Source: an optimization exercise on an open RTL-to-GDS flow (aim: small area and a short achievable clock period). Production flows keep margins and buffers that such runs may drop. Only simulation tests tie the RTL to the original design; equivalence was not proved. Power is estimated from default activity; no workload was simulated.

<file path="config.mk">
export PLATFORM = sky130hd
export DESIGN_NAME = Project
export DESIGN_NICKNAME = Project
export VERILOG_FILES = /design/flow/design.v
export SDC_FILE = /design/flow/constraint.sdc
export NUM_CORES = 4
export LEC_CHECK = 0
export CAP_MARGIN = 20
export CORE_MARGIN = 2
export CORE_UTILIZATION = 60
export CTS_BUF_LIST = sky130_fd_sc_hd__clkbuf_8
export CTS_CLUSTER_DIAMETER = 100
export CTS_CLUSTER_SIZE = 14
export SLEW_MARGIN = 20
export TNS_END_PERCENT = 0
</file>
<file path="constraint.sdc">
create_clock -name core_clock -period 8.0 [get_ports {clock}]
set_input_delay 1.6000 -clock core_clock [delete_from_list [all_inputs] [get_ports {clock}]]
set_output_delay 1.6000 -clock core_clock [all_outputs]
set_load 0.01 [all_outputs]
</file>
<file path="design.v">
module KSADD16(input [15:0] x, input [15:0] y, input cin, output [15:0] s);
  wire [15:0] p = x ^ y;
  wire [15:0] g0 = (x & y) | {15'd0, p[0] & cin};
  wire [15:0] g1, p1, g2, p2, g3, p3, g4;
  genvar i;
  generate
    for (i = 0; i < 16; i = i + 1) begin : lvl
      if (i >= 1) begin
        assign g1[i] = g0[i] | (p[i] & g0[i-1]);
        assign p1[i] = p[i] & p[i-1];
      end else begin
        assign g1[i] = g0[i];
        assign p1[i] = p[i];
      end
      if (i >= 2) begin
        assign g2[i] = g1[i] | (p1[i] & g1[i-2]);
        assign p2[i] = p1[i] & p1[i-2];
      end else begin
        assign g2[i] = g1[i];
        assign p2[i] = p1[i];
      end
      if (i >= 4) begin
        assign g3[i] = g2[i] | (p2[i] & g2[i-4]);
        assign p3[i] = p2[i] & p2[i-4];
      end else begin
        assign g3[i] = g2[i];
        assign p3[i] = p2[i];
      end
      if (i >= 8)
        assign g4[i] = g3[i] | (p3[i] & g3[i-8]);
      else
        assign g4[i] = g3[i];
    end
  endgenerate
  assign s = p ^ {g4[14:0], cin};
endmodule
module MULROWS(input [15:0] a, input [15:0] b, input [7:0] one, input [7:0] two, output [15:0] r0, output [15:0] r1, output [15:0] r2);
  wire neg0 = b[1];
  wire pp0_0 = (one[0] & a[0]) ^ neg0;
  wire pp0_1 = ((one[0] & a[1]) | (two[0] & a[0])) ^ neg0;
  wire pp0_2 = ((one[0] & a[2]) | (two[0] & a[1])) ^ neg0;
  wire pp0_3 = ((one[0] & a[3]) | (two[0] & a[2])) ^ neg0;
  wire pp0_4 = ((one[0] & a[4]) | (two[0] & a[3])) ^ neg0;
  wire pp0_5 = ((one[0] & a[5]) | (two[0] & a[4])) ^ neg0;
  wire pp0_6 = ((one[0] & a[6]) | (two[0] & a[5])) ^ neg0;
  wire pp0_7 = ((one[0] & a[7]) | (two[0] & a[6])) ^ neg0;
  wire pp0_8 = ((one[0] & a[8]) | (two[0] & a[7])) ^ neg0;
  wire pp0_9 = ((one[0] & a[9]) | (two[0] & a[8])) ^ neg0;
  wire pp0_10 = ((one[0] & a[10]) | (two[0] & a[9])) ^ neg0;
  wire pp0_11 = ((one[0] & a[11]) | (two[0] & a[10])) ^ neg0;
  wire pp0_12 = ((one[0] & a[12]) | (two[0] & a[11])) ^ neg0;
  wire pp0_13 = ((one[0] & a[13]) | (two[0] & a[12])) ^ neg0;
  wire pp0_14 = ((one[0] & a[14]) | (two[0] & a[13])) ^ neg0;
  wire pp0_15 = ((one[0] & a[15]) | (two[0] & a[14])) ^ neg0;
  wire neg1 = b[3];
  wire pp1_0 = (one[1] & a[0]) ^ neg1;
  wire pp1_1 = ((one[1] & a[1]) | (two[1] & a[0])) ^ neg1;
  wire pp1_2 = ((one[1] & a[2]) | (two[1] & a[1])) ^ neg1;
  wire pp1_3 = ((one[1] & a[3]) | (two[1] & a[2])) ^ neg1;
  wire pp1_4 = ((one[1] & a[4]) | (two[1] & a[3])) ^ neg1;
  wire pp1_5 = ((one[1] & a[5]) | (two[1] & a[4])) ^ neg1;
  wire pp1_6 = ((one[1] & a[6]) | (two[1] & a[5])) ^ neg1;
  wire pp1_7 = ((one[1] & a[7]) | (two[1] & a[6])) ^ neg1;
  wire pp1_8 = ((one[1] & a[8]) | (two[1] & a[7])) ^ neg1;
  wire pp1_9 = ((one[1] & a[9]) | (two[1] & a[8])) ^ neg1;
  wire pp1_10 = ((one[1] & a[10]) | (two[1] & a[9])) ^ neg1;
  wire pp1_11 = ((one[1] & a[11]) | (two[1] & a[10])) ^ neg1;
  wire pp1_12 = ((one[1] & a[12]) | (two[1] & a[11])) ^ neg1;
  wire pp1_13 = ((one[1] & a[13]) | (two[1] & a[12])) ^ neg1;
  wire neg2 = b[5];
  wire pp2_0 = (one[2] & a[0]) ^ neg2;
  wire pp2_1 = ((one[2] & a[1]) | (two[2] & a[0])) ^ neg2;
  wire pp2_2 = ((one[2] & a[2]) | (two[2] & a[1])) ^ neg2;
  wire pp2_3 = ((one[2] & a[3]) | (two[2] & a[2])) ^ neg2;
  wire pp2_4 = ((one[2] & a[4]) | (two[2] & a[3])) ^ neg2;
  wire pp2_5 = ((one[2] & a[5]) | (two[2] & a[4])) ^ neg2;
  wire pp2_6 = ((one[2] & a[6]) | (two[2] & a[5])) ^ neg2;
  wire pp2_7 = ((one[2] & a[7]) | (two[2] & a[6])) ^ neg2;
  wire pp2_8 = ((one[2] & a[8]) | (two[2] & a[7])) ^ neg2;
  wire pp2_9 = ((one[2] & a[9]) | (two[2] & a[8])) ^ neg2;
  wire pp2_10 = ((one[2] & a[10]) | (two[2] & a[9])) ^ neg2;
  wire pp2_11 = ((one[2] & a[11]) | (two[2] & a[10])) ^ neg2;
  wire neg3 = b[7];
  wire pp3_0 = (one[3] & a[0]) ^ neg3;
  wire pp3_1 = ((one[3] & a[1]) | (two[3] & a[0])) ^ neg3;
  wire pp3_2 = ((one[3] & a[2]) | (two[3] & a[1])) ^ neg3;
  wire pp3_3 = ((one[3] & a[3]) | (two[3] & a[2])) ^ neg3;
  wire pp3_4 = ((one[3] & a[4]) | (two[3] & a[3])) ^ neg3;
  wire pp3_5 = ((one[3] & a[5]) | (two[3] & a[4])) ^ neg3;
  wire pp3_6 = ((one[3] & a[6]) | (two[3] & a[5])) ^ neg3;
  wire pp3_7 = ((one[3] & a[7]) | (two[3] & a[6])) ^ neg3;
  wire pp3_8 = ((one[3] & a[8]) | (two[3] & a[7])) ^ neg3;
  wire pp3_9 = ((one[3] & a[9]) | (two[3] & a[8])) ^ neg3;
  wire neg4 = b[9];
  wire pp4_0 = (one[4] & a[0]) ^ neg4;
  wire pp4_1 = ((one[4] & a[1]) | (two[4] & a[0])) ^ neg4;
  wire pp4_2 = ((one[4] & a[2]) | (two[4] & a[1])) ^ neg4;
  wire pp4_3 = ((one[4] & a[3]) | (two[4] & a[2])) ^ neg4;
  wire pp4_4 = ((one[4] & a[4]) | (two[4] & a[3])) ^ neg4;
  wire pp4_5 = ((one[4] & a[5]) | (two[4] & a[4])) ^ neg4;
  wire pp4_6 = ((one[4] & a[6]) | (two[4] & a[5])) ^ neg4;
  wire pp4_7 = ((one[4] & a[7]) | (two[4] & a[6])) ^ neg4;
  wire neg5 = b[11];
  wire pp5_0 = (one[5] & a[0]) ^ neg5;
  wire pp5_1 = ((one[5] & a[1]) | (two[5] & a[0])) ^ neg5;
  wire pp5_2 = ((one[5] & a[2]) | (two[5] & a[1])) ^ neg5;
  wire pp5_3 = ((one[5] & a[3]) | (two[5] & a[2])) ^ neg5;
  wire pp5_4 = ((one[5] & a[4]) | (two[5] & a[3])) ^ neg5;
  wire pp5_5 = ((one[5] & a[5]) | (two[5] & a[4])) ^ neg5;
  wire neg6 = b[13];
  wire pp6_0 = (one[6] & a[0]) ^ neg6;
  wire pp6_1 = ((one[6] & a[1]) | (two[6] & a[0])) ^ neg6;
  wire pp6_2 = ((one[6] & a[2]) | (two[6] & a[1])) ^ neg6;
  wire pp6_3 = ((one[6] & a[3]) | (two[6] & a[2])) ^ neg6;
  wire neg7 = b[15];
  wire pp7_0 = (one[7] & a[0]) ^ neg7;
  wire pp7_1 = ((one[7] & a[1]) | (two[7] & a[0])) ^ neg7;
  wire hs1 = neg2 ^ pp0_4;
  wire hc1 = neg2 & pp0_4;
  wire hs2 = pp0_5 ^ pp1_3;
  wire hc2 = pp0_5 & pp1_3;
  wire fs3 = neg3 ^ pp0_6 ^ pp1_4;
  wire fc3 = (neg3 & pp0_6) | (neg3 & pp1_4) | (pp0_6 & pp1_4);
  wire hs4 = pp2_2 ^ pp3_0;
  wire hc4 = pp2_2 & pp3_0;
  wire fs5 = pp0_7 ^ pp1_5 ^ pp2_3;
  wire fc5 = (pp0_7 & pp1_5) | (pp0_7 & pp2_3) | (pp1_5 & pp2_3);
  wire hs6 = pp3_1 ^ hc4;
  wire hc6 = pp3_1 & hc4;
  wire fs7 = neg4 ^ pp0_8 ^ pp1_6;
  wire fc7 = (neg4 & pp0_8) | (neg4 & pp1_6) | (pp0_8 & pp1_6);
  wire fs8 = pp2_4 ^ pp3_2 ^ pp4_0;
  wire fc8 = (pp2_4 & pp3_2) | (pp2_4 & pp4_0) | (pp3_2 & pp4_0);
  wire hs9 = fc5 ^ fs7;
  wire hc9 = fc5 & fs7;
  wire fs10 = pp0_9 ^ pp1_7 ^ pp2_5;
  wire fc10 = (pp0_9 & pp1_7) | (pp0_9 & pp2_5) | (pp1_7 & pp2_5);
  wire fs11 = pp3_3 ^ pp4_1 ^ fc7;
  wire fc11 = (pp3_3 & pp4_1) | (pp3_3 & fc7) | (pp4_1 & fc7);
  wire hs12 = fc8 ^ fs10;
  wire hc12 = fc8 & fs10;
  wire fs13 = neg5 ^ pp0_10 ^ pp1_8;
  wire fc13 = (neg5 & pp0_10) | (neg5 & pp1_8) | (pp0_10 & pp1_8);
  wire fs14 = pp2_6 ^ pp3_4 ^ pp4_2;
  wire fc14 = (pp2_6 & pp3_4) | (pp2_6 & pp4_2) | (pp3_4 & pp4_2);
  wire fs15 = pp5_0 ^ fc10 ^ fs13;
  wire fc15 = (pp5_0 & fc10) | (pp5_0 & fs13) | (fc10 & fs13);
  wire hs16 = fs14 ^ hc12;
  wire hc16 = fs14 & hc12;
  wire fs17 = pp0_11 ^ pp1_9 ^ pp2_7;
  wire fc17 = (pp0_11 & pp1_9) | (pp0_11 & pp2_7) | (pp1_9 & pp2_7);
  wire fs18 = pp3_5 ^ pp4_3 ^ pp5_1;
  wire fc18 = (pp3_5 & pp4_3) | (pp3_5 & pp5_1) | (pp4_3 & pp5_1);
  wire fs19 = fc13 ^ fc14 ^ fs17;
  wire fc19 = (fc13 & fc14) | (fc13 & fs17) | (fc14 & fs17);
  wire hs20 = fs18 ^ fc15;
  wire hc20 = fs18 & fc15;
  wire fs21 = neg6 ^ pp0_12 ^ pp1_10;
  wire fc21 = (neg6 & pp0_12) | (neg6 & pp1_10) | (pp0_12 & pp1_10);
  wire fs22 = pp2_8 ^ pp3_6 ^ pp4_4;
  wire fc22 = (pp2_8 & pp3_6) | (pp2_8 & pp4_4) | (pp3_6 & pp4_4);
  wire fs23 = pp5_2 ^ pp6_0 ^ fc17;
  wire fc23 = (pp5_2 & pp6_0) | (pp5_2 & fc17) | (pp6_0 & fc17);
  wire fs24 = fc18 ^ fs21 ^ fs22;
  wire fc24 = (fc18 & fs21) | (fc18 & fs22) | (fs21 & fs22);
  wire hs25 = fc19 ^ fs23;
  wire hc25 = fc19 & fs23;
  wire fs26 = pp0_13 ^ pp1_11 ^ pp2_9;
  wire fc26 = (pp0_13 & pp1_11) | (pp0_13 & pp2_9) | (pp1_11 & pp2_9);
  wire fs27 = pp3_7 ^ pp4_5 ^ pp5_3;
  wire fc27 = (pp3_7 & pp4_5) | (pp3_7 & pp5_3) | (pp4_5 & pp5_3);
  wire fs28 = pp6_1 ^ fc21 ^ fc22;
  wire fc28 = (pp6_1 & fc21) | (pp6_1 & fc22) | (fc21 & fc22);
  wire fs29 = fs26 ^ fs27 ^ fc23;
  wire fc29 = (fs26 & fs27) | (fs26 & fc23) | (fs27 & fc23);
  wire hs30 = fc24 ^ fs28;
  wire hc30 = fc24 & fs28;
  wire fs31 = neg7 ^ pp0_14 ^ pp1_12;
  wire fc31 = (neg7 & pp0_14) | (neg7 & pp1_12) | (pp0_14 & pp1_12);
  wire fs32 = pp2_10 ^ pp3_8 ^ pp4_6;
  wire fc32 = (pp2_10 & pp3_8) | (pp2_10 & pp4_6) | (pp3_8 & pp4_6);
  wire fs33 = pp5_4 ^ pp6_2 ^ pp7_0;
  wire fc33 = (pp5_4 & pp6_2) | (pp5_4 & pp7_0) | (pp6_2 & pp7_0);
  wire fs34 = fc26 ^ fc27 ^ fs31;
  wire fc34 = (fc26 & fc27) | (fc26 & fs31) | (fc27 & fs31);
  wire fs35 = fs32 ^ fs33 ^ fc28;
  wire fc35 = (fs32 & fs33) | (fs32 & fc28) | (fs33 & fc28);
  wire hs36 = fs34 ^ hc30;
  wire hc36 = fs34 & hc30;
  wire fs37 = pp0_15 ^ pp1_13 ^ pp2_11;
  wire fs38 = pp3_9 ^ pp4_7 ^ pp5_5;
  wire fs39 = pp6_3 ^ pp7_1 ^ fc31;
  wire fs40 = fc32 ^ fc33 ^ fs37;
  wire fs41 = fs38 ^ fc34 ^ fs39;
  wire hs42 = fs40 ^ fc35;
  assign r0 = {fs41, fc29, hc25, fs24, fs19, fc11, hc9, fs8, fc3, hc2, pp2_1, pp1_2, pp0_3, pp0_2, pp0_1, pp0_0};
  assign r1 = {hc36, fs35, fs29, hc20, hc16, fs15, fs11, hc6, fs5, fs3, hc1, pp2_0, pp1_1, pp1_0, 1'b0, neg0};
  assign r2 = {hs42, hs36, hs30, hs25, hs20, hs16, hs12, hs9, hs6, hs4, hs2, hs1, 1'b0, neg1, 1'b0, 1'b0};
endmodule
module Project(
      input clock,
      input reset,
      output [7:0]  imem_addr,
      input  [15:0] imem_data,
      output [15:0] dmem_addr,
      output [15:0] dmem_wdata,
      output        dmem_we,
      input  [15:0] dmem_rdata,
      output        wb_en,
      output [2:0]  wb_dest,
      output [15:0] wb_data
  );
  wire stall_n;
  wire zero;
  reg  [7:0]  pc;
  reg  [15:0] ir;         
  reg         id_jmp;     
  reg  [2:0]  id_src2;    
  reg         id_br;      
  wire [3:0]  if_op = imem_data[15:12];
  wire [7:0]  br8 = {{2{ir[5]}}, ir[5:0]};
  wire [7:0]  pc_inc = pc + 8'd1;
  wire [7:0]  pc_next = id_jmp ? br8 : id_br ? pc_inc + br8 : pc_inc;
  always @(posedge clock) begin
    if (reset) begin
      pc <= 8'd0;
      ir[15:3] <= 13'd0;
      id_jmp <= 1'b0;
      id_src2 <= 3'd0;
      id_br <= 1'b0;
    end else if (stall_n) begin
      pc <= pc_next;
      ir[15:3] <= imem_data[15:3];
      id_jmp <= if_op == 4'd14;
      id_src2 <= (if_op == 4'd12) ? imem_data[11:9] : imem_data[5:3];
      id_br <= (if_op == 4'd13) & zero;
    end
  end
  always @(posedge clock)
    if (stall_n) ir[2:0] <= imem_data[2:0];
  wire [3:0] op = ir[15:12];
  wire [2:0] rd = ir[11:9];
  wire [2:0] rs = ir[8:6];
  wire [2:0] src2 = id_src2;
  reg        ex_wb, mem_wb, wb_wb;
  reg [2:0]  ex_rd, mem_rd, wb_rd;
  function hit(input [2:0] r, input e1, input [2:0] d1, input e2, input [2:0] d2, input e3, input [2:0] d3);
    hit = (r != 3'd0) & ((e1 & (r == d1)) | (e2 & (r == d2)) | (e3 & (r == d3)));
  endfunction
  assign stall_n = ~(hit(rs, ex_wb, ex_rd, mem_wb, mem_rd, wb_wb, wb_rd) |
                     hit(src2, ex_wb, ex_rd, mem_wb, mem_rd, wb_wb, wb_rd) |
                     hit(rd, ex_wb, ex_rd, mem_wb, mem_rd, wb_wb, wb_rd));
  reg [127:16] regs;    
  reg [7:1]  valid;
  reg [15:0] wb_val;
  wire [7:1] wen;
  genvar k;
  generate
    for (k = 1; k < 8; k = k + 1) begin : rf
      assign wen[k] = wb_wb & (wb_rd == k);
      always @(posedge clock) begin
        if (reset)
          valid[k] <= 1'b0;
        else if (wen[k])
          valid[k] <= 1'b1;
        if (wen[k])
          regs[16*k +: 16] <= wb_val;
      end
    end
  endgenerate
  reg [15:0] rdata1, rdata2;
  integer n;
  always @(*) begin
    rdata1 = 16'd0;
    rdata2 = 16'd0;
    for (n = 1; n < 8; n = n + 1) begin
      rdata1 = rdata1 | ({16{rs == n && valid[n]}} & regs[16*n +: 16]);
      rdata2 = rdata2 | ({16{src2 == n && valid[n]}} & regs[16*n +: 16]);
    end
  end
  wire d_wb   = (op != 4'd0) & (op <= 4'd11);
  wire d_imm  = (op == 4'd10) | (op == 4'd11) | (op == 4'd12);
  wire d_ld   = op == 4'd11;
  wire d_st   = op == 4'd12;
  wire d_sub  = op == 4'd2;
  wire d_mul  = op == 4'd9;
  wire [3:0] d_cmd = (op <= 4'd9) ? op : (op <= 4'd12) ? 4'd1 : 4'd0;
  wire [15:0] d_bb = d_imm ? {10'd0, ir[5:0]} : d_sub ? ~rdata2 : rdata2;
  wire [7:0] b_one, b_two;
  genvar j;
  generate
    for (j = 0; j < 8; j = j + 1) begin : booth
      wire hi = rdata2[2*j+1];
      wire md = rdata2[2*j];
      wire lo = (j == 0) ? 1'b0 : rdata2[(j == 0 ? 0 : 2*j-1)];
      assign b_one[j] = md ^ lo;
      assign b_two[j] = (hi & ~md & ~lo) | (~hi & md & lo);
    end
  endgenerate
  wire [15:0] d_x = d_mul ? {b_two, b_one} : rdata2;
  reg  [15:0] ex_a, ex_bb, ex_x;
  reg         ex_cin, ex_ld, ex_st;
  reg  [3:0]  ex_cmd;
  always @(posedge clock) begin
    ex_a <= rdata1;
    ex_bb <= d_bb;
    ex_x <= d_x;
    ex_cin <= d_sub;
    ex_ld <= d_ld;
    ex_rd <= rd;
    if (reset || !stall_n) begin
      ex_cmd <= 4'd0;
      ex_wb <= 1'b0;
      ex_st <= 1'b0;
    end else begin
      ex_cmd <= d_cmd;
      ex_wb <= d_wb;
      ex_st <= d_st;
    end
  end
  wire is_mul = ex_cmd == 4'd9;
  wire [15:0] a = ex_a;
  wire [15:0] bb = ex_bb;
  wire [15:0] sum;
  KSADD16 alu_add(.x(a), .y(bb), .cin(ex_cin), .s(sum));
  wire [15:0] m0, m1, m2;
  MULROWS mul_rows(.a(a), .b(bb), .one(ex_x[7:0]), .two(ex_x[15:8]), .r0(m0), .r1(m1), .r2(m2));
  reg [15:0] res_o;
  always @(*) begin
    case (ex_cmd)
      4'd3: res_o = a & bb;
      4'd4: res_o = a | bb;
      4'd5: res_o = a ^ bb;
      4'd6: res_o = {a[14:0], a[0]};
      4'd7: res_o = {a[15], a[15:1]};
      default: res_o = {1'b0, a[15:1]};
    endcase
  end
  wire use_sum = (ex_cmd < 4'd3) | (ex_cmd > 4'd9);
  wire [15:0] res = is_mul ? m0 : use_sum ? sum : res_o;
  wire z_addsub = ~|((a ^ bb) ^ {(a[14:0] | bb[14:0]), ex_cin});    
  reg zf;
  always @(*) begin
    case (ex_cmd)
      4'd1, 4'd2: zf = z_addsub;
      4'd3, 4'd4, 4'd5, 4'd6, 4'd7, 4'd8: zf = ~|res_o;
      4'd9: zf = ~|a | ~|bb;
      default: zf = 1'b1;
    endcase
  end
  assign zero = zf;
  reg  [15:0] mem_s, mem_c, mem_t;
  reg         mem_we, mem_ld, mem_mul;
  always @(posedge clock) begin
    mem_s <= res;
    mem_c <= is_mul ? m1 : ex_x;
    mem_t <= m2;
    mem_ld <= ex_ld;
    mem_mul <= is_mul;
    mem_rd <= ex_rd;
    if (reset) begin
      mem_we <= 1'b0;
      mem_wb <= 1'b0;
    end else begin
      mem_we <= ex_st;
      mem_wb <= ex_wb;
    end
  end
  assign dmem_addr = mem_s;
  assign dmem_wdata = mem_c;
  assign dmem_we = mem_we;
  wire [15:0] fa_s = mem_s ^ mem_c ^ mem_t;
  wire [15:0] fa_c = (mem_s & mem_c) | (mem_s & mem_t) | (mem_c & mem_t);
  wire [15:0] product;
  KSADD16 mul_add(.x(fa_s), .y({fa_c[14:0], 1'b0}), .cin(1'b0), .s(product));
  wire [15:0] mem_val = mem_mul ? product : mem_ld ? dmem_rdata : mem_s;
  always @(posedge clock) begin
    wb_val <= mem_val;
    wb_rd <= mem_rd;
    if (reset) wb_wb <= 1'b0;
    else wb_wb <= mem_wb;
  end
  assign imem_addr = pc;
  assign wb_en = wb_wb;
  assign wb_dest = wb_rd;
  assign wb_data = wb_val;
endmodule
</file>
<file path="flow/run.sh">
#!/bin/bash
set -euo pipefail
export SETUP_SLACK_MARGIN=5.45
export BUFFER_PORTS_ARGS="-buffer_cell sky130_fd_sc_hd__buf_1"
bash standard.sh > standard.log 2>&1
</file>
<file path="standard.sh">
#!/bin/bash
# synth_recipe.tcl (not shown) runs the flow's synth.tcl, then flattens the netlist and writes it again
# the make line also repeats each setting of config.mk as NAME=value (left out here)
make -C /OpenROAD-flow-scripts/flow DESIGN_CONFIG=/design/flow/config.mk WORK_HOME=/design/flow/orfs CLKGATE_MAP_FILE= SYNTH_SCRIPT=/design/flow/synth_recipe.tcl "${@:-finish}"
</file>
==> results of run 1 <==
## power by group through the flow
stage / registers [uW] / clock network, uW / logic [uW]
final: 2300 / 741 / 2170
after global routing: 2330 / 795 / 2400
after CTS: 2280 / 751 / 2120
after detailed placement: 2300 / 0 / 2020
after global placement: 2290 / 0 / 2000
after floorplan: 2060 / 0 / 1610
## worst max path at each step
| stage | endpoint | depth (start not counted) | slack, ns |
|---|---|---|---|
| finish | wb_data[13] | 1 | 5.23 |
| CTS | wb_data[13] | 1 | 5.23 |
| detailed placement | mem_s[2] | 6 | 4.81 |
| global placement | mem_s[2] | 6 | 4.78 |
| floorplan | mem_t[14] | 9 | 5.40 |
| global route | wb_val[15] | 10 | 5.17 |
## synth_stat cells (27+ instances only)
master    count
xnor2_1     140
clkbuf_1     84
a22oi_1     139
o21ai_0      42
a222oi_1     32
ha_1         68
xor2_1       35
a21oi_1      99
dfxtp_1     164
nand3_1      37
nor2_1      118
fa_1         41
inv_1        63
nand2_1     117
mux2i_1      27
edfxtp_1    115
## cell usage in the layout (no fill, tap or decap), types with 7 or more instances in the layout
cell type  instances
dfxtp_4           36
dfxtp_2           32
buf_2             19
nor2_1           118
a222oi_1          32
fa_1              39
dfxtp_1           96
o22ai_1            9
a22oi_1          139
nand2_1          117
xnor2_1          140
o21ai_1           10
mux2i_1           27
nand4_1           15
nor4_1            13
a31oi_1            9
ha_1              66
a21o_1            11
inv_1             76
nor3_1            14
nor2b_1           19
and3_1            10
o21ai_0           36
a211oi_1          18
clkbuf_8          23
xor2_1            34
edfxtp_1         115
buf_4             31
o21a_1             7
nand3_1           37
nand2b_1          17
buf_1             74
a21oi_1           95
## per-stage QoR
step	hold slack [ns]	cells	setup slack, ns	cell area (um2)	power [uW]
after global routing	0.446	1991	5.17	17200	5520
after global placement	0.419	1939	4.78	16400	4290
after CTS	0.430	1988	5.23	17000	5150
after detailed placement	0.425	1939	4.81	16400	4320
final	0.431	1991	5.23	17200	5210
after floorplan	0.310	1614	5.40	16000	3670
## layer usage
| metal | up-vias | GRT usage [%] |
|---|---|---|
| met5 | - | 0 |
| met2 | 716 | 55.3 |
| met4 | 0 | 14.1 |
| met3 | 153 | 5.30 |
| met1 | 6243 | 46.0 |
| li1 | 5867 | - |
## registers in the layout, summed over array words and instances, names as in the netlist, 3 cells and up
register  flops
id_src2       3
wb_rd         3
ir           16
mem_rd        3
ex_cmd        4
ex_x         16
mem_s        16
ex_rd         3
valid         7
mem_c        16
ex_a         16
regs        112
ex_bb        16
wb_val       16
mem_t        13
pc            8
## timing repair
action	CTS	global route
cloned	1	1
pin swaps	3	11
buffers inserted	10	2
gates resized for setup	122	37
endpoints found under the setup margin	136	152
## cell families after synthesis
group / synth area share, %
xor gates and xnor gates: 9.61
and+or+nand+nor: 12.5
muxes: 1.76
DFF: 42.2
adders and majority gates: 10.5
AOI/OAI and AO/OA: 18.2
buffers and inverters: 5.27
## final cells by class
type | instances | area [um2]
clock buffers | 23 | 317
clock inverters | 15 | 63.8
fillers | 2131 | 8870
inverters | 68 | 262
multi-input cells | 1141 | 8520
flip-flops and latches | 279 | 6910
well taps | 335 | 419
repair buffers | 129 | 684
repair inverters | 1 | 5.00
==> impl_metrics.ini, run 1 <==
[outcome]
status = timing/DRC/antenna clean

[worst_setup_path]
crit_type = flop to output port
path_buf_inv = 1
endpoint_kind = output port
crit_path_max_fanout = 2
required_ns = 6.40
rr_endpoint = wb_val[15]
reg2reg_depth = 10
critPathArrivalTime_ns = 1.17
worst_path_largest_cell_delay_ns = 0.44
worstPathCellList = buf_6
critPathSlowestCell = dfxtp_4
regToRegSetupSlack_ns = 5.25
crit_path_start = wb_val[13]
r2r-start = mem_t[9]
critPathTopFamily = flip-flops
cp-start-kind = flop

[clocking]
cts.sinks = 279
hold_buffers = 0
cts_inserted_buffers = 23
cts_root_buffer = clkbuf_8
cts.clk_slew.worst_paths_ns = 0.11
h-tree-depth = 1
cts_buffer_depth = 3
insertion_delay_ns = 0.60
cts_tree = yes

[min_path]
holdPathStages = 0
hold_path_class = flop to flop
hold_end = mem_rd[1]
worstHoldStart = ex_rd[1]

[grt]
grt_pass1_wl_um = 73400
grt_overflow_total = 0
grtUsageTotal_pct = 34.1
grt_antenna_before_repair = 1
grt_max_degree = 40
grt_pass1_vias = 12343

[synth]
async_flop_share_pct = 0
syn_inst = 1614
ys_seq_area_share_pct = 42.2
synth.area.top_cells = edfxtp_1, dfxtp_1, xnor2_1
ys_ff_latch = 279
synth_top_cell_by_area = edfxtp_1
synth-edff-count = 115
netlist-cell-type-count = 73
syn_area_per_cell_um2 = 9.88
yosys_warnings = 1
synth_top_area_share_pct = 21.6
syn_nets = 1757
syn_area_mm2 = 0.0160
synth_flop_cell = dfxtp_1

[sta]
worst_slew_pin_slew_ns = 1.07
skew_ns = 0.0327
rsz0062_at_grt = true
final-max-slew-violation-count = 0
finalHoldViolations = 0
finalCritPeriodShare_pct = 34.6
fin_crit_ns = 2.77
fmax_mhz = 361
slew_headroom_pct = 27.9
setup_violations = 0
fin_setup_tns_ns = 0

[placement]
io_buffers = 94
dpl.hpwl_um = 33600
place.gp.congestion = 1.02

[drt]
detail-route-antenna-nets = 0
num_vias = 12979
first_pass_iters = 7
wl_met2_um = 23000
top_layer = met4
drc = 0
via_per_inst = 6.52
drt-initial-drc-count = 1624
drt_wl_total_um = 48900
wire_per_inst_um = 24.5
wl_met3_um = 4550
drt-met1-wl_um = 19100

[die]
row_count = 59
ios = 95
start_util_pct = 61.2
dieArea_mm2 = 0.0279
die_x_um = 167
core_area_mm2 = 0.0261
die_height_um = 167

[power_and_ir_drop]
swShare_pct = 41.7
combinationalPowerShare_pct = 41.7
p_int_uw = 3040
powerDensity_mw_per_mm2 = 303
seqPwrFrac_pct = 44.1
clkPwrFrac_pct = 14.2
ir_drop_uv = 262
leakagePower_uw = 0.00628
p_switching_uw = 2180

[cells_and_area]
nets = 1786
synthToLayoutAreaGrowth_pct = 7.73
num_antenna_cells = 0
drive_gt1_share_pct = 11.8
final_util_pct = 66.0

[job]
max-cap-violations = 0
==> run 2, diff against run 1 <==
--- a/config.mk
+++ b/config.mk
@@ -7,7 +7,7 @@
 export LEC_CHECK = 0
 export CAP_MARGIN = 20
 export CORE_MARGIN = 2
-export CORE_UTILIZATION = 60
+export CORE_UTILIZATION = 55
 export CTS_BUF_LIST = sky130_fd_sc_hd__clkbuf_8
 export CTS_CLUSTER_DIAMETER = 100
 export CTS_CLUSTER_SIZE = 14
==> run 2 against run 1 <==
  * Hold slack got worse by 0.042 ns
  * Clock skew increased by 0.012 ns
  * Clock power increased by 9.0%
  * Critical path depth increased by 1
  * Sequential share of layout area decreased by 0.66 points
  * Final cell count increased by 3.4%
  * Die area increased by 8.9%
  * Design area increased by 1.7%
  * Synthesized cell count unchanged
  * Largest cell class unchanged
  * Worst setup slack got worse by 0.042 ns
  * Power increased by 2.7%
==> impl_metrics.ini, run 2 <==
[sta]
slew_headroom_pct = 31.9
fin_setup_tns_ns = 0
finalHoldViolations = 0
fin_crit_ns = 2.81
worst_slew_pin_slew_ns = 1.02
fmax_mhz = 356
final-max-slew-violation-count = 0
finalCritPeriodShare_pct = 35.1
skew_ns = 0.0445
setup_violations = 0
rsz0062_at_grt = true

[grt]
grt_pass1_vias = 12410
grt_antenna_before_repair = 1
grt_max_degree = 40
grt_overflow_total = 0
grt_pass1_wl_um = 75600
grtUsageTotal_pct = 32.8

[drt]
wire_per_inst_um = 24.7
via_per_inst = 6.25
drc = 0
first_pass_iters = 7
drt-initial-drc-count = 1472
detail-route-antenna-nets = 0
num_vias = 12864
drt_wl_total_um = 50800

[cells_and_area]
largest_register_ffs = 112
num_antenna_cells = 0
synthToLayoutAreaGrowth_pct = 9.60
nets = 1803
drive_gt1_share_pct = 14.2
top_register = regs
design_area_mm2 = 0.0175
most-common-layout-cells = xnor2_1, a22oi_1, nor2_1

[worst_setup_path]
critPathTopFamily = flip-flops
worstPathCellList = buf_4, buf_6
cp-start-kind = flop
path_buf_inv = 2
crit_path_max_fanout = 2
crit_type = flop to output port
critPathArrivalTime_ns = 1.21
worst_path_largest_cell_delay_ns = 0.38
required_ns = 6.40
critPathSlowestCell = dfxtp_4
endpoint_kind = output port

[die]
core_area_mm2 = 0.0286
ios = 95
dieArea_mm2 = 0.0304
start_util_pct = 55.7
row_count = 62
die_x_um = 174
die_height_um = 174

[synth]
ys_seq_area_share_pct = 42.2
syn_area_mm2 = 0.0160
synth_top_area_share_pct = 21.6
synth.area.top_cells = edfxtp_1, dfxtp_1, xnor2_1
synth_top_cell_by_area = edfxtp_1
synth-edff-count = 115
yosysMostFrequentCell = dfxtp_1
netlist-cell-type-count = 73
syn_area_per_cell_um2 = 9.88
yosys-top-cells-count = dfxtp_1, xnor2_1, a22oi_1, nor2_1, nand2_1
yosys_warnings = 1
syn_nets = 1757
async_flop_share_pct = 0
syn_inst = 1614
ys_ff_latch = 279
synth_flop_cell = dfxtp_1

[clocking]
cts_tree = yes
cts_inserted_buffers = 24
hold_buffers = 0
insertion_delay_ns = 0.61
cts_buffer_depth = 3
h-tree-depth = 1
cts.sinks = 279
cts.clk_slew.worst_paths_ns = 0.09
cts_root_buffer = clkbuf_8

[power_and_ir_drop]
leakagePower_uw = 0.00646
ir_drop_uv = 168
powerDensity_mw_per_mm2 = 306

[placement]
postPlaceCellArea_mm2 = 0.0164
io_buffers = 94
place.gp.congestion = 0.942
dpl.hpwl_um = 34800

[job]
max-cap-violations = 0

[outcome]
status = timing/DRC/antenna clean

[min_path]
hold_path_class = flop to flop
==> run 2: cell counts after synthesis <==
Identical to the previous run, type by type.
==> run 2: stage by stage <==
stage                     std cells  hold WS, ns  util, %  setup slack [ns]  power (uW)
final                          2059        0.390     61.1              5.19        5350
after global routing           2059        0.400     61.1              5.12        5690
after CTS                      2053        0.412     60.6              5.25        5300
after detailed placement       1988        0.402     57.4              4.80        4350
after global placement         1988        0.402     57.4              4.82        4340
after floorplan                1614        0.310        -              5.40        3670
==> run 2: worst reg2reg max path: stages (launching register included) <==
cell,delay [ns]
dfxtp_1,0.63
and4b_1,0.91
a222oi_1,0.17
nand3_1,0.41
or3b_1,0.38
a31oi_1,0.16
==> run 2: worst paths after layout <==
check,start,end,slack (ns),cells after the start
setup / recovery,mem_s[9],dmem_addr[9],5.19,2
hold / removal,ex_ld,mem_ld,0.39,0
setup reg to reg,id_src2[1],ex_x[10],5.23,5
hold reg to reg,ex_ld,mem_ld,0.39,0
==> run 2: power breakdown <==
part | switching [uW] | leakage, uW | internal (uW)
Clock | 491 | 0.000267 | 317
Sequential | 423 | 0.00244 | 1840
Combinational | 1310 | 0.00375 | 975
==> run 2: cell families (layout without fill, tap and decap cells) <==
logic type / Yosys count / after routing / share of synthesized area (%)
buffers and inverters: 194 / 255 / 5.27
XOR/XNOR: 175 / 175 / 9.61
multiplexers: 28 / 28 / 1.76
AO/OA/AOI/OAI: 421 / 421 / 18.2
AND/OR/NAND/NOR: 408 / 408 / 12.5
adder cells (fa/ha/maj): 109 / 109 / 10.5
flip-flops: 279 / 279 / 42.2
==> run 2: what timing repair did <==
action	4_1_cts	5_1_grt
gates resized for setup	156	23
setup endpoints to repair	137	149
gates cloned	2	0
buffers inserted	22	6
pin swaps	5	16
==> run 2: area by class of cell <==
class	count	area, um2
inverter	68	262
multi-input combinational	1141	8530
clock inverter	17	111
clock buffer	24	330
timing repair buffer	145	847
timing repair inverter	1	5.00
tap	384	480
sequential	279	6920
fill	2442	11100
==> run 2: per-layer routing <==
metal  global-route usage [%]  routed length [um]  share of wire, %
met3                     6.21                4710               9.3
met5                        0                  15             0.030
met1                     42.5               20200                40
met2                     53.8               23500                46
met4                     14.4                2380               4.7
==> run 3, diff against run 2 <==
--- a/config.mk
+++ b/config.mk
@@ -7,9 +7,9 @@
 export LEC_CHECK = 0
 export CAP_MARGIN = 20
 export CORE_MARGIN = 2
-export CORE_UTILIZATION = 55
+export CORE_UTILIZATION = 60
 export CTS_BUF_LIST = sky130_fd_sc_hd__clkbuf_8
 export CTS_CLUSTER_DIAMETER = 100
-export CTS_CLUSTER_SIZE = 14
+export CTS_CLUSTER_SIZE = 17
 export SLEW_MARGIN = 20
 export TNS_END_PERCENT = 0
==> run 3 against run 2 <==
  * Still clean on timing, DRC and antenna
  * Register-to-register slack improved by 0.07 ns
  * Clock skew up 0.013 ns
  * Worst setup slack better by 0.088 ns
  * Critical path depth fell by 1
  * Hold slack better by 0.033 ns
  * Final cell count fell by 2.6%
  * Sequential power about the same
  * Largest cell class unchanged
==> impl_metrics.ini, run 3 <==
[worst_setup_path]
critPathArrivalTime_ns = 1.12
worstPathCellList = buf_2
worst_path_largest_cell_delay_ns = 0.42
path_buf_inv = 1
critPathTopFamily = flip-flops
crit_path_max_fanout = 5
crit_type = flop to output port
required_ns = 6.40
critPathSlowestCell = dfxtp_4
cp-start-kind = flop
endpoint_kind = output port

[synth]
synth_top_cell_by_area = edfxtp_1
synthMuxAreaShare_pct = 1.76
syn_area_per_cell_um2 = 9.88
synth-adder-area-share_pct = 10.5
yosys_warnings = 1
synth_top_family_by_area = compound AO/OA/AOI/OAI gates
syn_inst = 1614
synth_compound_area_share_pct = 18.2
syn_area_mm2 = 0.0160
yosys-top-cells-count = dfxtp_1, xnor2_1, a22oi_1, nor2_1, nand2_1
yosysMostFrequentCell = dfxtp_1
synth.area.top_cells = edfxtp_1, dfxtp_1, xnor2_1
netlist-cell-type-count = 73
synth_top_area_share_pct = 21.6
synth-edff-count = 115
async_flop_share_pct = 0
syn_nets = 1757
synthSimpleGateAreaFrac_pct = 12.5
ys_ff_latch = 279
synth_xor_area_share_pct = 9.61
synth_flop_cell = dfxtp_1
ys_seq_area_share_pct = 42.2

[cells_and_area]
num_antenna_cells = 0
drive_gt1_share_pct = 14.8
nets = 1802
fillers = 2102
stdcell_count = 2006
layout_commonest_cell = xnor2_1
design_area_mm2 = 0.0174
top_register = regs
synthToLayoutAreaGrowth_pct = 9.00
final_util_pct = 66.7
most-common-layout-cells = xnor2_1, a22oi_1, nor2_1
largest_register_ffs = 112

[die]
die_x_um = 167
die_height_um = 167
start_util_pct = 61.2
ios = 95
row_count = 59
dieArea_mm2 = 0.0279
core_area_mm2 = 0.0261

[sta]
finalHoldViolations = 0
rsz0062_at_grt = true
worst_slew_pin_slew_ns = 1.03
fmax_mhz = 367
slew_headroom_pct = 30.2
finalCritPeriodShare_pct = 34.0
fin_crit_ns = 2.72
setup_violations = 0
fin_setup_tns_ns = 0
fin_ws_ns = 5.28
final-max-slew-violation-count = 0
skew_ns = 0.0572

[power_and_ir_drop]
powerDensity_mw_per_mm2 = 302
ir_drop_uv = 316
leakagePower_uw = 0.00643

[clocking]
hold_buffers = 0
insertion_delay_ns = 0.59
cts_root_buffer = clkbuf_8
h-tree-depth = 1
cts_tree = yes
cts_buffer_depth = 3
cts.clk_slew.worst_paths_ns = 0.11
cts.sinks = 279
cts_inserted_buffers = 20

[outcome]
status = timing/DRC/antenna clean

[drt]
via_per_inst = 6.51
top_layer = met4
num_vias = 13063
drt_wl_total_um = 49100
first_pass_iters = 6
drc = 0
wl_met3_um = 4230
wire_per_inst_um = 24.5
detail-route-antenna-nets = 0
drt-initial-drc-count = 1822
wl_met2_um = 23400
drt-met1-wl_um = 19500

[grt]
grt_pass1_vias = 12572
grt_pass1_wl_um = 74000
grt_max_degree = 40
grt_antenna_before_repair = 0
grt_overflow_total = 0
grtUsageTotal_pct = 34.3

[job]
max-cap-violations = 0

[placement]
place.gp.congestion = 1.02
dp.cells = 1939
postPlaceCellArea_mm2 = 0.0164
dpl.hpwl_um = 33600
io_buffers = 94
place_ws_ns = 4.81

[min_path]
hold_path_class = flop to flop
## run 3: changes by cell type in the layout (fill, tap and decap cells not counted), moves of 3 or more
cell and change:
dfxtp_1 -3, clkbuf_8 -4, o21ai_1 +3, dfxtp_4 +6, o21ai_0 -4, dfxtp_2 -3, buf_2 +3
## run 3: report_power, final
group	leakage, uW	switching (uW)	internal, uW
Sequential	0.00245	427	1840
Clock	0.000214	462	240
Combinational	0.00377	1290	990
Total	0.00643	2180	3070
## run 3: path summary, 6_finish.rpt
check | cells past startpoint | slack (ns) | endpoint | start
worst min-delay path | 0 | 0.42 | mem_ld | ex_ld
worst min register to register | 0 | 0.42 | mem_ld | ex_ld
worst max register to register | 12 | 5.30 | mem_s[8] | ex_a[0]
worst max-delay path | 1 | 5.28 | wb_data[7] | wb_val[7]
## run 3: kinds of logic (layout without fill, tap and decap cells)
logic type / Yosys count / in the layout
AOI/OAI and AO/OA: 421 / 421
xor gates and xnor gates: 175 / 175
adders and majority gates: 109 / 109
buffers and inverters: 194 / 251
DFF: 279 / 279
muxes: 28 / 28
and+or+nand+nor: 408 / 408
## run 3: area by class of cell
| class | count | area [um2] | area share [%] |
|---|---|---|---|
| well taps | 335 | 419 | 2.41 |
| multi-input cells | 1141 | 8560 | 49.2 |
| clock inverters | 14 | 71.3 | 0.410 |
| inverters | 68 | 262 | 1.50 |
| flip-flops and latches | 279 | 6930 | 39.9 |
| clock buffers | 20 | 275 | 1.58 |
| repair buffers | 148 | 862 | 4.96 |
| repair inverters | 1 | 5.00 | 0.0288 |
## run 3: metal layers
metal  track usage, %  up-vias
li1                 -     5893
met1             46.0     6348
met2             56.3      692
met3             4.68      130
met4             13.7        0
met5                0        -
## run 3: what timing repair did
item                                    in CTS  in global routing
buffers inserted                            27                  4
gates cloned                                 1                  1
endpoints found under the setup margin     135                151
gates resized for setup                    160                 40
pin swaps                                    7                 22
## run 3: metrics by stage
stage | total power [uW] | hold WS [ns]
2_1_floorplan | 3670 | 0.310
3_3_place_gp | 4290 | 0.419
3_5_place_dp | 4320 | 0.425
4_1_cts | 5180 | 0.416
5_1_grt | 5570 | 0.406
6_report | 5260 | 0.423
==> run 4, diff against run 3 <==
==> flow/run.sh (replaced) <==
#!/bin/bash
set -euo pipefail
export SETUP_SLACK_MARGIN=5.35
export BUFFER_PORTS_ARGS="-buffer_cell sky130_fd_sc_hd__buf_1"
bash standard.sh > standard.log 2>&1
--- a/config.mk
+++ b/config.mk
@@ -10,6 +10,6 @@
 export CORE_UTILIZATION = 60
 export CTS_BUF_LIST = sky130_fd_sc_hd__clkbuf_8
 export CTS_CLUSTER_DIAMETER = 100
-export CTS_CLUSTER_SIZE = 17
+export CTS_CLUSTER_SIZE = 14
 export SLEW_MARGIN = 20
 export TNS_END_PERCENT = 0
==> run 4 against run 3 <==
  * Fmax decreased by 0.27%
  * Still clean on timing, DRC and antenna
  * Combinational power about the same
  * Routed wire length decreased by 0.97%
  * Highest routed layer unchanged
==> impl_metrics.ini, run 4 <==
[outcome]
status = timing/DRC/antenna clean

[grt]
grt_pass1_wl_um = 73700
grt_antenna_before_repair = 1
grtUsageTotal_pct = 34.0
grt_pass1_vias = 12571
grt_max_degree = 40
grt_overflow_total = 0

[cells_and_area]
synthToLayoutAreaGrowth_pct = 9.68
largest_register_ffs = 112
num_antenna_cells = 0
top_register = regs
fillers = 2138
most-common-layout-cells = xnor2_1, a22oi_1, nor2_1
nets = 1795
drive_gt1_share_pct = 16.4

[synth]
yosys_warnings = 1
syn_nets = 1757
async_flop_share_pct = 0
ys_ff_latch = 279
yosys-top-cells-count = dfxtp_1, xnor2_1, a22oi_1, nor2_1, nand2_1
syn_inst = 1614
netlist-cell-type-count = 73
yosysMostFrequentCell = dfxtp_1
synth.area.top_cells = edfxtp_1, dfxtp_1, xnor2_1
syn_area_mm2 = 0.0160
synthSimpleGateAreaFrac_pct = 12.5
ys_seq_area_share_pct = 42.2
synth_top_cell_by_area = edfxtp_1
synth_compound_area_share_pct = 18.2
synth_top_area_share_pct = 21.6
synth-adder-area-share_pct = 10.5
synth_xor_area_share_pct = 9.61
synth-edff-count = 115
synthMuxAreaShare_pct = 1.76
syn_area_per_cell_um2 = 9.88
synth_top_family_by_area = compound AO/OA/AOI/OAI gates
synth_flop_cell = dfxtp_1

[worst_setup_path]
cp-start-kind = flop
endpoint_kind = flop
crit_path_max_fanout = 7
required_ns = 8.42
critPathArrivalTime_ns = 3.15
regToRegSetupSlack_ns = 5.27
crit_type = flop to flop

[drt]
first_pass_iters = 9
drc = 0
drt-initial-drc-count = 1525
drt_wl_total_um = 48600
wire_per_inst_um = 24.3
detail-route-antenna-nets = 0
via_per_inst = 6.49
num_vias = 12992

[clocking]
cts_inserted_buffers = 24
cts_tree = yes
insertion_delay_ns = 0.59
cts_buffer_depth = 3
h-tree-depth = 1
cts.clk_slew.worst_paths_ns = 0.09
cts.sinks = 279
cts_root_buffer = clkbuf_8

[die]
die_height_um = 167
die_x_um = 167
dieArea_mm2 = 0.0279
core_area_mm2 = 0.0261
row_count = 59
start_util_pct = 61.2
ios = 95

[power_and_ir_drop]
p_int_uw = 3150
swShare_pct = 41.0
clkPwrFrac_pct = 14.8
seqPwrFrac_pct = 42.4
p_switching_uw = 2190
powerDensity_mw_per_mm2 = 306
ir_drop_uv = 198
leakagePower_uw = 0.00649
combinationalPowerShare_pct = 42.8

[sta]
finalHoldViolations = 0
skew_ns = 0.0468
worst_slew_pin_slew_ns = 1.03
fin_crit_ns = 2.73
slew_headroom_pct = 31.5
setup_violations = 0
fin_ws_ns = 5.27
fmax_mhz = 366
finalCritPeriodShare_pct = 34.1
fin_setup_tns_ns = 0
final-max-slew-violation-count = 0
rsz0062_at_grt = true

[placement]
io_buffers = 94
place_ws_ns = 4.66
dpl.hpwl_um = 33500
place.gp.congestion = 0.983

[job]
max-cap-violations = 0

[min_path]
hold_path_class = flop to flop
run 4: cell counts after synthesis:
Identical to the previous run, type by type.
run 4: through the flow:
| stage | util, % | std cells | instance area [um2] | hold slack, ns | total power [uW] |
|---|---|---|---|---|---|
| 2_1_floorplan | - | 1614 | 16000 | 0.310 | 3650 |
| 3_3_place_gp | 62.6 | 1938 | 16300 | 0.418 | 4260 |
| 3_5_place_dp | 62.6 | 1938 | 16300 | 0.418 | 4290 |
| 4_1_cts | 66.0 | 1995 | 17200 | 0.418 | 5250 |
| 5_1_grt | 67.1 | 2001 | 17500 | 0.407 | 5690 |
| 6_report | 67.1 | 2001 | 17500 | 0.431 | 5350 |
run 4: logic make-up after synthesis:
group / Yosys count
muxes: 28
buffers and inverters: 194
AOI/OAI and AO/OA: 421
adders and majority gates: 109
and+or+nand+nor: 408
xor gates and xnor gates: 175
DFF: 279
run 4: worst paths after layout:
| path | start | to | cells after the start |
|---|---|---|---|
| worst max-delay path | ex_bb[13] | id_br | 9 |
| worst min-delay path | ex_rd[2] | mem_rd[2] | 0 |
| worst max register to register | ex_bb[13] | id_br | 9 |
| worst min register to register | ex_rd[2] | mem_rd[2] | 0 |
run 4: power by group through the flow:
stage | combinational (uW) | clock (uW) | sequential (uW)
2_1_floorplan | 1590 | 0 | 2060
4_1_cts | 2190 | 809 | 2250
5_1_grt | 2520 | 862 | 2310
3_5_place_dp | 1990 | 0 | 2290
6_report | 2290 | 791 | 2270
3_3_place_gp | 1980 | 0 | 2290
run 4: worst max-delay path, cell delays in order (launching register included):
cell and delay [ns]:
dfxtp_1 0.55, inv_1 0.23, ha_1 0.47, nand2_1 0.08, o21ai_0 0.08, o221ai_1 0.12
a21oi_1 0.42, and4b_1 0.26, a41oi_1 0.25, a211oi_1 0.11
run 4: repair_timing:
action | CTS | global route
gates resized for setup | 165 | 77
setup buffers | 17 | 5
pin swaps | 4 | 23
endpoints found under the hold margin | 0 | 0
hold buffers | 0 | 0
cloned | 0 | 1
setup endpoints to repair | 114 | 124
run 4: layout make-up:
class / instances / area (um2) / share of cell area (%)
repair buffers: 138 / 833 / 4.76
clock buffers: 24 / 330 / 1.89
flip-flops and latches: 279 / 6930 / 39.6
well taps: 335 / 419 / 2.40
inverters: 68 / 258 / 1.47
multi-input cells: 1141 / 8620 / 49.3
clock inverters: 16 / 104 / 0.594
run 4: layer usage:
layer  track usage [%]  up-vias  wire length, um
met1              45.4     6271            19200
met5                 0        -                0
met2              55.7      698            22900
met3              5.37      131             4380
met4              13.8        0             2090
li1                  -     5892                -
==> run 5, diff against run 4 <==
==> flow/run.sh (replaced) <==
#!/bin/bash
set -euo pipefail
export SETUP_SLACK_MARGIN=5.55
export BUFFER_PORTS_ARGS="-buffer_cell sky130_fd_sc_hd__buf_1"
bash standard.sh > standard.log 2>&1
==> run 5 against run 4 <==
  * Sequential cell count did not move
  * Sequential share of layout area rose by 0.38 points
  * Critical path type is now flop to output port
  * Die area did not move
  * Design area fell by 1.3%
  * Register-to-register slack barely moved
  * Power fell by 2.0%
  * Critical path depth fell by 8
  * Count of clock-buffer cells in the layout did not move
  * Fmax fell by 1.2%
  * Hold slack got worse by 0.046 ns
==> impl_metrics.ini, run 5 <==
[synth]
synth.area.top_cells = edfxtp_1, dfxtp_1, xnor2_1
synth_flop_cell = dfxtp_1
ys_ff_latch = 279
synth_top_cell_by_area = edfxtp_1
syn_inst = 1614
synth-edff-count = 115
yosys-top-cells-count = dfxtp_1, xnor2_1, a22oi_1, nor2_1, nand2_1
syn_area_per_cell_um2 = 9.88
async_flop_share_pct = 0
synth_top_area_share_pct = 21.6
yosysMostFrequentCell = dfxtp_1
syn_nets = 1757
syn_area_mm2 = 0.0160
netlist-cell-type-count = 73
ys_seq_area_share_pct = 42.2
yosys_warnings = 1

[sta]
finalCritPeriodShare_pct = 34.5
worst_slew_pin_slew_ns = 0.953
slew_headroom_pct = 36.5
setup_violations = 0
fin_crit_ns = 2.76
fin_setup_tns_ns = 0
finalHoldViolations = 0
fin_hold_ws_ns = 0.385
final-max-slew-violation-count = 0
rsz0062_at_grt = true
skew_ns = 0.0566
fin_ws_ns = 5.24
fmax_mhz = 362

[worst_setup_path]
r2r-start = mem_t[2]
path_buf_inv = 1
critPathTopFamily = flip-flops
reg2reg_depth = 10
crit_type = flop to output port
rr_endpoint = wb_val[10]
cp-start-kind = flop
regToRegSetupSlack_ns = 5.28
worstPathCellList = buf_6
worst_path_largest_cell_delay_ns = 0.43
endpoint_kind = output port
required_ns = 6.40
critPathSlowestCell = dfxtp_4
critPathArrivalTime_ns = 1.16
crit_path_max_fanout = 8

[power_and_ir_drop]
ir_drop_uv = 226
powerDensity_mw_per_mm2 = 304
power_uw = 5240
leakagePower_uw = 0.00634

[die]
row_count = 59
dieArea_mm2 = 0.0279
die_x_um = 167
die_height_um = 167
ios = 95
start_util_pct = 61.2
core_area_mm2 = 0.0261

[grt]
grtUsageTotal_pct = 34.4
grt_pass1_wl_um = 74400
grt_overflow_total = 0
grt_antenna_before_repair = 1
grt_pass1_vias = 12501
grt_max_degree = 40

[clocking]
cts.sinks = 279
cts.clk_slew.worst_paths_ns = 0.10
cts_inserted_buffers = 24
cts_root_buffer = clkbuf_8
cts_tree = yes
insertion_delay_ns = 0.62
cts_buffer_depth = 3
h-tree-depth = 1
hold_buffers = 0

[placement]
place.gp.congestion = 0.991
dpl.hpwl_um = 34000
place_ws_ns = 4.78
postPlaceCellArea_mm2 = 0.0164
io_buffers = 94

[min_path]
hold_end = mem_ld
worstHoldStart = ex_ld
holdPathStages = 0
hold_path_class = flop to flop

[drt]
detail-route-antenna-nets = 0
drt_wl_total_um = 48900
wire_per_inst_um = 24.5
num_vias = 12924
drt-initial-drc-count = 1870
drc = 0
via_per_inst = 6.48
first_pass_iters = 9

[cells_and_area]
multiInputGateArea_mm2 = 0.00853
top_register = regs
layout_commonest_cell = xnor2_1
largest_register_ffs = 112
most-common-layout-cells = xnor2_1, a22oi_1, nor2_1
fillers = 2122
drive_gt1_share_pct = 12.8
nets = 1790
design_area_mm2 = 0.0173
seq_area_mm2 = 0.00691
synthToLayoutAreaGrowth_pct = 8.24

[outcome]
status = timing/DRC/antenna clean

[job]
max-cap-violations = 0
run 5: kinds of logic (layout without fill, tap and decap cells):
kind of cell | after synthesis | in the layout | synth area share (%)
mux | 28 | 28 | 1.76
other cells | 0 | 1 | 0
simple gates | 408 | 408 | 12.5
xor+xnor | 175 | 175 | 9.61
compound gates | 421 | 421 | 18.2
buf+inv | 194 | 238 | 5.27
fa+ha+maj | 109 | 109 | 10.5
flops | 279 | 279 | 42.2
run 5: cell type report:
| class | count | share of cell area, % |
|---|---|---|
| inverter | 68 | 1.49 |
| clock buffer | 24 | 1.91 |
| antenna | 1 | 0.0145 |
| timing repair buffer | 133 | 4.33 |
| tap | 335 | 2.43 |
| clock inverter | 13 | 0.435 |
| multi-input combinational | 1141 | 49.4 |
| sequential | 279 | 40.0 |
run 5: layer usage:
layer	vias to the layer above	GRT usage (%)	wire length, um
li1	5876	-	-
met1	6220	46.1	19400
met2	695	55.4	22900
met3	133	5.73	4480
met4	0	14.9	2090
met5	-	0	0
run 5: metrics by stage:
step           cells  util [%]
2_1_floorplan   1614         -
3_3_place_gp    1939      62.9
3_5_place_dp    1939      62.9
4_1_cts         1989      65.7
5_1_grt         1993      66.3
6_report        1994      66.3
run 5: how the worst max path moves through the flow:
stage,startpoint,to,cells after the start
after floorplan,imem_data[13],id_br,6
after global placement,ex_bb[1],mem_s[9],10
after detailed placement,ex_bb[1],mem_s[9],10
after CTS,wb_val[4],wb_data[4],1
after global routing,ex_a[0],mem_s[14],12
final,wb_val[4],wb_data[4],1
run 5: timing repair:
action / in CTS / in global routing
gates cloned: 0 / 1
resized for setup: 124 / 31
setup endpoints to repair: 135 / 154
pin swaps: 4 / 10
buffers inserted: 13 / 2
run 5: power by group:
group,internal [uW],switching [uW]
logic,932,1260
clock network,283,482
registers,1840,438
total,3060,2180
==> run 6, diff against run 5 <==
==> flow/run.sh (replaced) <==
#!/bin/bash
set -euo pipefail
export SETUP_SLACK_MARGIN=5.45
export BUFFER_PORTS_ARGS="-buffer_cell sky130_fd_sc_hd__buf_1"
bash standard.sh > standard.log 2>&1
--- a/config.mk
+++ b/config.mk
@@ -11,5 +11,6 @@
 export CTS_BUF_LIST = sky130_fd_sc_hd__clkbuf_8
 export CTS_CLUSTER_DIAMETER = 100
 export CTS_CLUSTER_SIZE = 14
+export GPL_TIMING_DRIVEN = 0
 export SLEW_MARGIN = 20
 export TNS_END_PERCENT = 0
==> run 6 against run 5 <==
  * Synthesized cell count is the same
  * Combinational power increased by 15%
  * Via count up 6.1%
  * Area after synthesis did not move
  * Hold slack worse by 0.051 ns
  * Register-to-register slack got worse by 0.07 ns
  * Fmax is 0.90% lower
  * Non-clock buffer count up 114
  * Largest power group is now combinational logic
  * Sequential power fell by 7%
  * Count of clock-buffer cells in the layout unchanged
  * Sequential cell count unchanged
  * Routed wire length rose by 5.1%
==> impl_metrics.ini, run 6 <==
[cells_and_area]
drive_gt1_share_pct = 16.5
top_register = regs
largest_register_ffs = 112
layout_commonest_cell = xnor2_1
most-common-layout-cells = xnor2_1, a22oi_1, nand2_1
synthToLayoutAreaGrowth_pct = 12.8
nets = 1904

[grt]
grt_antenna_before_repair = 2
grt_pass1_vias = 13001
grt_max_degree = 16
grtUsageTotal_pct = 35.6
grt_overflow_total = 0
grt_pass1_wl_um = 76300

[synth]
syn_area_per_cell_um2 = 9.88
synth.area.top_cells = edfxtp_1, dfxtp_1, xnor2_1
syn_nets = 1757
syn_inst = 1614
synth-edff-count = 115
yosys-top-cells-count = dfxtp_1, xnor2_1, a22oi_1, nor2_1, nand2_1
async_flop_share_pct = 0
yosys_warnings = 1
synth_top_area_share_pct = 21.6
ys_seq_area_share_pct = 42.2
synth_top_cell_by_area = edfxtp_1
ys_ff_latch = 279
syn_area_mm2 = 0.0160
synth_flop_cell = dfxtp_1
yosysMostFrequentCell = dfxtp_1
netlist-cell-type-count = 73

[worst_setup_path]
regToRegSetupSlack_ns = 5.21
required_ns = 8.46
cp-start-kind = flop
reg2reg_depth = 12
crit_type = flop to flop
worst_path_largest_cell_delay_ns = 0.38
r2r-start = ex_a[2]
critPathSlowestCell = dfxtp_1
rr_endpoint = mem_s[13]
critPathArrivalTime_ns = 3.25
crit_path_max_fanout = 10
endpoint_kind = flop
worstPathCellList = clkbuf_4, buf_4, inv_1, ha_4, o21ai_1, o21ai_2, nand4_1, a21boi_2, o21ai_0, nor3b_1, a211oi_1, o21ai_2
cp_common_cell = o21ai_2

[min_path]
hold_end = mem_ld
hold_path_class = flop to flop
worstHoldStart = ex_ld
holdPathStages = 0

[clocking]
cts_tree = yes
cts.clk_slew.worst_paths_ns = 0.09
h-tree-depth = 1
cts.sinks = 279
hold_buffers = 0
cts_buffer_depth = 3
insertion_delay_ns = 0.60
cts_inserted_buffers = 24
cts_root_buffer = clkbuf_8

[die]
die_height_um = 167
dieArea_mm2 = 0.0279
start_util_pct = 61.2
die_x_um = 167
core_area_mm2 = 0.0261
row_count = 59
ios = 95

[sta]
fmax_mhz = 359
setup_violations = 0
finalHoldViolations = 0
rsz0062_at_grt = true
fin_setup_tns_ns = 0
worst_slew_pin_slew_ns = 0.764
slew_headroom_pct = 49.1
fin_hold_ws_ns = 0.334
fin_crit_ns = 2.79
finalCritPeriodShare_pct = 34.8
final-max-slew-violation-count = 0
skew_ns = 0.0732

[power_and_ir_drop]
p_switching_uw = 2260
ir_drop_uv = 361
combinationalPowerShare_pct = 46.5
clkPwrFrac_pct = 14.6
powerDensity_mw_per_mm2 = 301
seqPwrFrac_pct = 38.9
swShare_pct = 41.6
leakagePower_uw = 0.00681
p_int_uw = 3170

[job]
max-cap-violations = 0

[drt]
first_pass_iters = 10
drt_wl_total_um = 51400
num_vias = 13713
drt-initial-drc-count = 1873
wire_per_inst_um = 24.3
via_per_inst = 6.49
drc = 0
detail-route-antenna-nets = 0

[placement]
dpl.hpwl_um = 38000
io_buffers = 94
place.gp.congestion = 0.983

[outcome]
status = timing/DRC/antenna clean
run 6: cell types whose count changed in the layout (fill, tap and decap cells not counted), moves of 6 or more:
cell / delta
clkbuf_4: +15
clkbuf_2: +15
nor2_2: +6
buf_4: -9
clkbuf_8: +6
dfxtp_4: -17
clkbuf_1: +46
nor2_1: -6
o21ai_0: -6
buf_6: +14
dfxtp_1: +12
buf_2: +33
run 6: worst max-delay path by stage:
| stage | start | end | slack (ns) |
|---|---|---|---|
| final | ex_a[2] | mem_s[13] | 5.21 |
| after global routing | mem_c[9] | wb_val[15] | 5.15 |
| after CTS | wb_val[4] | wb_data[4] | 5.25 |
| after detailed placement | ex_a[2] | mem_s[13] | 4.57 |
| after global placement | ex_a[2] | mem_s[15] | 4.51 |
| after floorplan | ex_a[4] | mem_t[14] | 5.40 |
run 6: what timing repair did:
item,4_1_cts,5_1_grt
endpoints found under the setup margin,99,110
pin swaps,8,16
resized for setup,187,52
setup buffers,14,5
run 6: worst max-delay path: cells and delay by family, from the launching register on:
family	cells	cell delay, ns
simple gates	2	0.32
buf+inv	3	0.58
compound gates	6	1.08
flops	1	0.38
fa+ha+maj	1	0.34
run 6: power groups by stage:
| stage | clock, uW | sequential, uW | combinational [uW] |
|---|---|---|---|
| after floorplan | 0 | 2060 | 1610 |
| after global placement | 0 | 2130 | 2250 |
| after detailed placement | 0 | 2130 | 2280 |
| after CTS | 806 | 2100 | 2430 |
| after global routing | 861 | 2130 | 2740 |
| final | 793 | 2110 | 2520 |
run 6: metrics by stage:
step / power (uW) / instances / setup WS [ns] / utilization (%) / area (um2)
floorplan: 3670 / 1614 / 5.40 / - / 16000
global placement: 4370 / 2043 / 4.51 / 64.4 / 16800
detailed placement: 4420 / 2051 / 4.57 / 64.8 / 16900
CTS: 5340 / 2107 / 5.25 / 68.4 / 17800
global route: 5730 / 2112 / 5.15 / 69.1 / 18000
finish: 5420 / 2113 / 5.21 / 69.1 / 18000
run 6: area by class of cell:
cell class	count	area, um2
Antenna cell	1	2.50
Buffer	126	757
Clock buffer	24	330
Clock inverter	18	113
Fill cell	2087	8060
Inverter	68	255
Multi-Input combinational cell	1141	8640
Sequential cell	279	6850
Tap cell	335	419
Timing Repair Buffer	121	639
run 6: cells by family after synthesis:
kind of cell               Yosys count  share of synthesized area (%)
adders and majority gates          109                           10.5
xor gates and xnor gates           175                           9.61
AOI/OAI and AO/OA                  421                           18.2
muxes                               28                           1.76
and+or+nand+nor                    408                           12.5
buffers and inverters              194                           5.27
DFF                                279                           42.2
run 6: metal layers:
layer | up-vias | share of wire [%] | track usage (%)
li1 | 6127 | - | -
met1 | 6569 | 39 | 47.8
met2 | 840 | 45 | 57.1
met3 | 177 | 9.9 | 5.20
met4 | 0 | 5.5 | 16.8
met5 | - | 0 | 0
==> run 7, diff against run 6 <==
--- a/config.mk
+++ b/config.mk
@@ -11,6 +11,6 @@
 export CTS_BUF_LIST = sky130_fd_sc_hd__clkbuf_8
 export CTS_CLUSTER_DIAMETER = 100
 export CTS_CLUSTER_SIZE = 14
-export GPL_TIMING_DRIVEN = 0
+export PLACE_DENSITY = 0.7
 export SLEW_MARGIN = 20
 export TNS_END_PERCENT = 0
==> run 7 against run 6 <==
  * Design area is 3.6% lower
  * Area after synthesis unchanged
  * Critical endpoint is now wb_data[7]
  * Clock power down 4.2%
==> impl_metrics.ini, run 7 <==
[clocking]
hold_buffers = 0
cts_tree = yes
cts_buffer_depth = 3
cts.sinks = 279
h-tree-depth = 1
insertion_delay_ns = 0.62

[cells_and_area]
layout_commonest_cell = xnor2_1
seq_area_mm2 = 0.00691
num_antenna_cells = 0
most-common-layout-cells = xnor2_1, a22oi_1, nor2_1
synthToLayoutAreaGrowth_pct = 8.82
fillers = 2091
top_register = regs
drive_gt1_share_pct = 13.2
largest_register_ffs = 112
design_area_mm2 = 0.0174

[min_path]
hold_end = mem_ld
worstHoldStart = ex_ld
hold_path_class = flop to flop

[worst_setup_path]
endpoint_kind = output port
regToRegSetupSlack_ns = 5.24
path_buf_inv = 1
reg2reg_depth = 5
critPathSlowestCell = dfxtp_4
cp-start-kind = flop
required_ns = 6.40
rr_endpoint = ex_x[10]
r2r-start = id_src2[2]
critPathTopFamily = flip-flops
crit_path_max_fanout = 2
worstPathCellList = buf_6

[power_and_ir_drop]
power_uw = 5300
clkPwrFrac_pct = 14.3
leakagePower_uw = 0.00639
swShare_pct = 41.5
combinationalPowerShare_pct = 42.8
ir_drop_uv = 232
powerDensity_mw_per_mm2 = 305

[synth]
synth.area.top_cells = edfxtp_1, dfxtp_1, xnor2_1
ys_seq_area_share_pct = 42.2
syn_area_per_cell_um2 = 9.88
syn_area_mm2 = 0.0160
yosysMostFrequentCell = dfxtp_1
yosys-top-cells-count = dfxtp_1, xnor2_1, a22oi_1, nor2_1, nand2_1
async_flop_share_pct = 0
netlist-cell-type-count = 73
synth_top_cell_by_area = edfxtp_1

[sta]
setup_violations = 0
slew_headroom_pct = 32.0
final-max-slew-violation-count = 0
worst_slew_pin_slew_ns = 1.02
finalCritPeriodShare_pct = 34.6
skew_ns = 0.0754
fmax_mhz = 361

[drt]
first_pass_iters = 7
via_per_inst = 6.53
drt_wl_total_um = 49000
drt-initial-drc-count = 1873
num_vias = 13061

[grt]
grt_pass1_wl_um = 73600
grt_pass1_vias = 12422
grt_antenna_before_repair = 1
grtUsageTotal_pct = 34.1

[placement]
io_buffers = 94
postPlaceCellArea_mm2 = 0.0164
dpl.hpwl_um = 33800
place.gp.congestion = 0.978

[job]
max-cap-violations = 0

[outcome]
status = timing/DRC/antenna clean

[die]
row_count = 59
die_height_um = 167
==> run 7: worst register-to-register path, cell delays in order, from the launching register on <==
cell and delay [ns]:
dfxtp_1 0.62, and4bb_1 0.84, a222oi_1 0.28, and3_1 0.42
or3b_1 0.41, a31oi_1 0.17
==> run 7: what timing repair did <==
item | in CTS | in global routing
endpoints found under the setup margin | 120 | 135
hold endpoints to repair | 0 | 0
resized for setup | 135 | 41
cloned | 1 | 0
setup buffers | 17 | 5
pin swaps | 4 | 16
==> run 7: cell type report <==
class                      count  area share [%]
clock inverter                14           0.432
tap                          335            2.41
inverter                      68            1.50
timing repair buffer         139            4.66
sequential                   279            39.8
multi-input combinational   1141            49.3
clock buffer                  24            1.90
==> run 7: how the worst max path moves through the flow <==
| stage | start | cells past startpoint | endpoint |
|---|---|---|---|
| floorplan | ex_a[4] | 9 | mem_t[14] |
| global placement | ex_bb[1] | 10 | mem_s[8] |
| detailed placement | ex_bb[1] | 10 | mem_s[8] |
| CTS | wb_val[15] | 1 | wb_data[15] |
| global route | mem_t[2] | 10 | wb_val[15] |
| finish | wb_val[7] | 1 | wb_data[7] |
==> run 7: stage by stage <==
step | instances | hold slack [ns] | utilization [%] | setup slack [ns]
2_1_floorplan | 1614 | 0.310 | - | 5.40
3_3_place_gp | 1938 | 0.404 | 62.7 | 4.81
3_5_place_dp | 1939 | 0.403 | 62.8 | 4.72
4_1_cts | 1995 | 0.375 | 65.9 | 5.25
5_1_grt | 2000 | 0.363 | 66.6 | 5.18
6_report | 2000 | 0.339 | 66.6 | 5.23
==> run 7: cell families (layout without fill, tap and decap cells) <==
logic type | after synthesis | count (layout) | share of synthesized area (%)
AO/OA/AOI/OAI | 421 | 421 | 18.2
XOR/XNOR | 175 | 175 | 9.61
adder cells (fa/ha/maj) | 109 | 109 | 10.5
buffers and inverters | 194 | 245 | 5.27
flip-flops | 279 | 279 | 42.2
multiplexers | 28 | 28 | 1.76
AND/OR/NAND/NOR | 408 | 408 | 12.5
==> run 7: power by group through the flow <==
stage                     logic (uW)  clock network, uW  registers (uW)
after CTS                       2200                767            2250
after global placement          2030                  0            2290
after global routing            2490                823            2300
final                           2270                760            2270
after detailed placement        2040                  0            2290
after floorplan                 1610                  0            2060
==> run 7: layer usage <==
layer / wire (um) / GRT usage [%] / up-vias / part of all wire, %
met1: 19500 / 45.7 / 6253 / 40
met4: 2320 / 16.0 / 0 / 4.7
li1: - / - / 5903 / -
met2: 22600 / 54.6 / 751 / 46
met5: 0 / 0 / - / 0
met3: 4500 / 5.18 / 154 / 9.2

Re-timed with assumed drivers on the ports (clkbuf_16 on the clock, buf_2 on other inputs), run 7 has 5.186 ns of setup slack against 5.233 ns with ideal ports, and 4.893 ns once port delays also move by the mid clock arrival of 0.631 ns.
